Source: an optimization exercise on an open RTL-to-GDS flow (aim: small area). Production flows keep margins and buffers that such runs may drop. Only simulation tests tie the RTL to the original design; equivalence was not proved. Power is estimated from default activity; no workload was simulated.

==> v8 <==
==> flow/design.v <==
module controlador(
    clk,
    reset,
    tarjeta_recibida,
    tipo_trans,
    digito_stb,
    digito,
    pin_correcto,
    monto_stb,
    monto,
    balance_inicial,
    balance_stb,
    balance_actualizado,
    entregar_dinero,
    pin_incorrecto,
    advertencia,
    bloqueo,
    fondos_insuficientes);
input clk;
input reset;
input tarjeta_recibida;
input tipo_trans;
input digito_stb;
input monto_stb;
input [3:0] digito;
input [15:0] pin_correcto;
input [31:0] monto;
input [63:0] balance_inicial;
output reg balance_stb, entregar_dinero, pin_incorrecto, advertencia, bloqueo, fondos_insuficientes;
output reg [63:0] balance_actualizado;
localparam S_E  = 4'd0;   
localparam S_D0 = 4'd1;   
localparam S_D1 = 4'd2;
localparam S_D2 = 4'd3;
localparam S_D3 = 4'd4;
localparam S_D4 = 4'd5;
localparam S_C  = 4'd6;   
localparam S_P  = 4'd7;   
localparam S_X  = 4'd8;   
localparam S_T  = 4'd9;   
localparam S_R  = 4'd10;  
localparam S_W  = 4'd11;  
localparam S_A  = 4'd12;  
localparam S_B  = 4'd13;  
reg [3:0] state, next_state;
reg [15:0] pin_ingresado;
wire sub = (state == S_R) || (state == S_B);
wire [31:0] lo = balance_inicial[31:0];
wire [31:0] hi = balance_inicial[63:32];
wire [31:0] x = monto ^ {32{sub}};
wire [31:0] p = lo ^ x;
wire [31:0] g = lo & x;
wire [7:0] bg, bp;
wire [8:0] bc;
wire [32:0] c;
assign bc[0] = sub;
genvar i, j;
generate for (i = 0; i < 8; i = i + 1) begin : g_blk
    assign bp[i] = &p[4*i+3:4*i];
    assign bg[i] = g[4*i+3] | (p[4*i+3] & g[4*i+2]) | (p[4*i+3] & p[4*i+2] & g[4*i+1])
                 | (p[4*i+3] & p[4*i+2] & p[4*i+1] & g[4*i]);
    assign bc[i+1] = bg[i] | (bp[i] & bc[i]);
    assign c[4*i] = bc[i];
    for (j = 0; j < 3; j = j + 1) begin : g_in
        assign c[4*i+j+1] = g[4*i+j] | (p[4*i+j] & c[4*i+j]);
    end
end endgenerate
assign c[32] = bc[8];
wire [31:0] s_lo = p ^ c[31:0];
wire [31:0] t = hi ^ {32{sub}};
wire G = c[32] ^ sub;
wire [32:0] pa;  
wire [8:0] tb;   
assign tb[0] = 1'b1;
generate for (i = 0; i < 8; i = i + 1) begin : g_hb
    assign tb[i+1] = tb[i] & (&t[4*i+3:4*i]);
    assign pa[4*i] = tb[i];
    for (j = 0; j < 3; j = j + 1) begin : g_hi
        assign pa[4*i+j+1] = pa[4*i+j] & t[4*i+j];
    end
end endgenerate
assign pa[32] = tb[8];
wire [31:0] s_hi = hi ^ ({32{G}} & pa[31:0]);
wire [63:0] sum = {s_hi, s_lo};
wire gt = G & pa[32];  
always @(*) begin
    next_state = state;
    case (state)
    S_E:  if (tarjeta_recibida) next_state = S_D0;
    S_D0: if (digito_stb) next_state = S_D1;
    S_D1: if (digito_stb) next_state = S_D2;
    S_D2: if (digito_stb) next_state = S_D3;
    S_D3: if (digito_stb) next_state = S_D4;
    S_D4: next_state = S_C;
    S_C:  next_state = (pin_ingresado == pin_correcto) ? S_T : (advertencia ? S_X : S_P);
    S_P:  next_state = S_D0;
    S_X:  next_state = S_X;
    S_T:  next_state = tipo_trans ? S_R : S_W;
    S_R:  next_state = gt ? S_E : S_B;
    S_W:  if (monto_stb) next_state = S_A;
    S_A:  next_state = S_E;
    S_B:  next_state = S_E;
    default: next_state = S_E;
    endcase
end
wire upd = (state == S_A) || (state == S_B);
always @(posedge clk) begin
    if (digito_stb)
        pin_ingresado <= {pin_ingresado[11:0], digito};
end
always @(posedge clk) begin
    if (reset == 0) begin
        state <= S_E;
        balance_actualizado <= 0;
        balance_stb <= 0;
        entregar_dinero <= 0;
        pin_incorrecto <= 0;
        advertencia <= 0;
        bloqueo <= 0;
        fondos_insuficientes <= 0;
    end else begin
        state <= next_state;
        balance_actualizado <= upd ? sum : 64'd0;
        balance_stb <= upd;
        entregar_dinero <= (state == S_B);
        bloqueo <= (state == S_X);
        fondos_insuficientes <= (state == S_R) && monto_stb && gt;
        if (state == S_P) begin
            pin_incorrecto <= 1'b1;
            advertencia <= pin_incorrecto;
        end else if (state == S_T) begin
            pin_incorrecto <= 1'b0;
            advertencia <= 1'b0;
        end
    end
end
endmodule
==> flow/flow/run.sh <==
#!/bin/bash
# Standard ORFS layout, but the port buffers are the smallest plain buffer
# (buffer_ports otherwise picks a delay cell, sky130_fd_sc_hd__clkdlybuf4s50_1).
set -euo pipefail
export BUFFER_PORTS_ARGS="-buffer_cell sky130_fd_sc_hd__buf_1"
bash standard.sh > standard.log 2>&1
==> flow/standard.sh <==
#!/bin/bash
# synth_recipe.tcl (not shown) runs the flow's synth.tcl, then flattens the netlist and writes it again
# the make line also repeats each setting of config.mk as NAME=value (left out here)
make -C /OpenROAD-flow-scripts/flow DESIGN_CONFIG=/design/flow/config.mk WORK_HOME=/design/flow/orfs CLKGATE_MAP_FILE= SYNTH_SCRIPT=/design/flow/synth_recipe.tcl "${@:-finish}"
==> flow/config.mk <==
export PLATFORM = sky130hd
export DESIGN_NAME = controlador
export DESIGN_NICKNAME = controlador
export VERILOG_FILES = /design/flow/design.v
export SDC_FILE = /design/flow/constraint.sdc
export NUM_CORES = 4
export LEC_CHECK = 0
export CAP_MARGIN = 20
export CORE_MARGIN = 2
export CORE_UTILIZATION = 40
export PLACE_DENSITY = 0.6
export SLEW_MARGIN = 20
==> flow/constraint.sdc <==
create_clock -name core_clock -period 5.0 [get_ports {clk}]
set_input_delay 1.0000 -clock core_clock [delete_from_list [all_inputs] [get_ports {clk}]]
set_output_delay 1.0000 -clock core_clock [all_outputs]
set_load 0.01 [all_outputs]
==> v25 (differences from v8) <==
==> flow/run.sh (new file) <==
#!/bin/bash
# synth_recipe.tcl (not shown) runs the flow's synth.tcl, then flattens the netlist and writes it again
# the make line also repeats each setting of config.mk as NAME=value (left out here)
make -C /OpenROAD-flow-scripts/flow DESIGN_CONFIG=/design/flow/config.mk WORK_HOME=/design/flow/orfs CLKGATE_MAP_FILE= SYNTH_SCRIPT=/design/flow/synth_recipe.tcl finish
removed: flow/flow/run.sh
removed: flow/standard.sh
==> qor summary <==
Metal-1 WL: v25 7000 µm; v8 7080 µm
Result of the run: v25 finished clean; v8 finished clean
Combinational share of power: v25 0.223; v8 0.196
Placed inst area: v25 0.00825 mm²; v8 0.00708 mm²
Fraction of power spent switching nets: v25 0.298; v8 0.305
Seq/total area: v25 0.230; v8 0.266
Final-layout non-clock buffer area share: v25 0.237; v8 0.116
Final net count: v25 1047; v8 1050
Switching power: v25 0.554 mW; v8 0.549 mW
Critical path data arrival time: v25 4.63 ns; v8 4.55 ns
Total power density per cell area: v25 218 mW/mm²; v8 244 mW/mm²
Post-detailed-route wirelength per cell: v25 15.8 µm; v8 14.3 µm
Fraction of area in multi-input gates: v25 0.450; v8 0.521
Final clock period utilization by the worst path: v25 0.879; v8 0.865
Ratio of cells with drive above 1 in the final layout: v25 0.0503; v8 0.0535
Wire length of the first global-routing pass: v25 27700 µm; v8 25100 µm

==> re-timing with driven ports <==
In the flow no input, the clock included, has a driving cell. The finished layouts below were timed again as built, in two steps. Step 1, drivers: a clkbuf_16 drives clk and a buf_2 each remaining input, both assumed. Step 2 moves the port delays by t, midway between the first and last clock arrival at a register: inputs arrive t later, outputs are due t later. That takes back most of the time a late clock gives input paths. a / b / c = ideal ports / drivers / drivers and shift; a / b = the first two.
| run | t (ns) | setup slack, ns | worst hold slack (ns) |
|---|---|---|---|
| v8 | 0.382 | 0.676 / 0.676 / 0.649 | 0.477 / 0.477 / 0.477 |
| v25 | 0.395 | 0.606 / 0.606 / 0.345 | 0.478 / 0.478 / 0.478 |
After both steps setup and hold are still met in every run listed. The setup slack of v25, which loses most, moves by 0.000 ns with the drivers and by -0.261 ns with both steps.
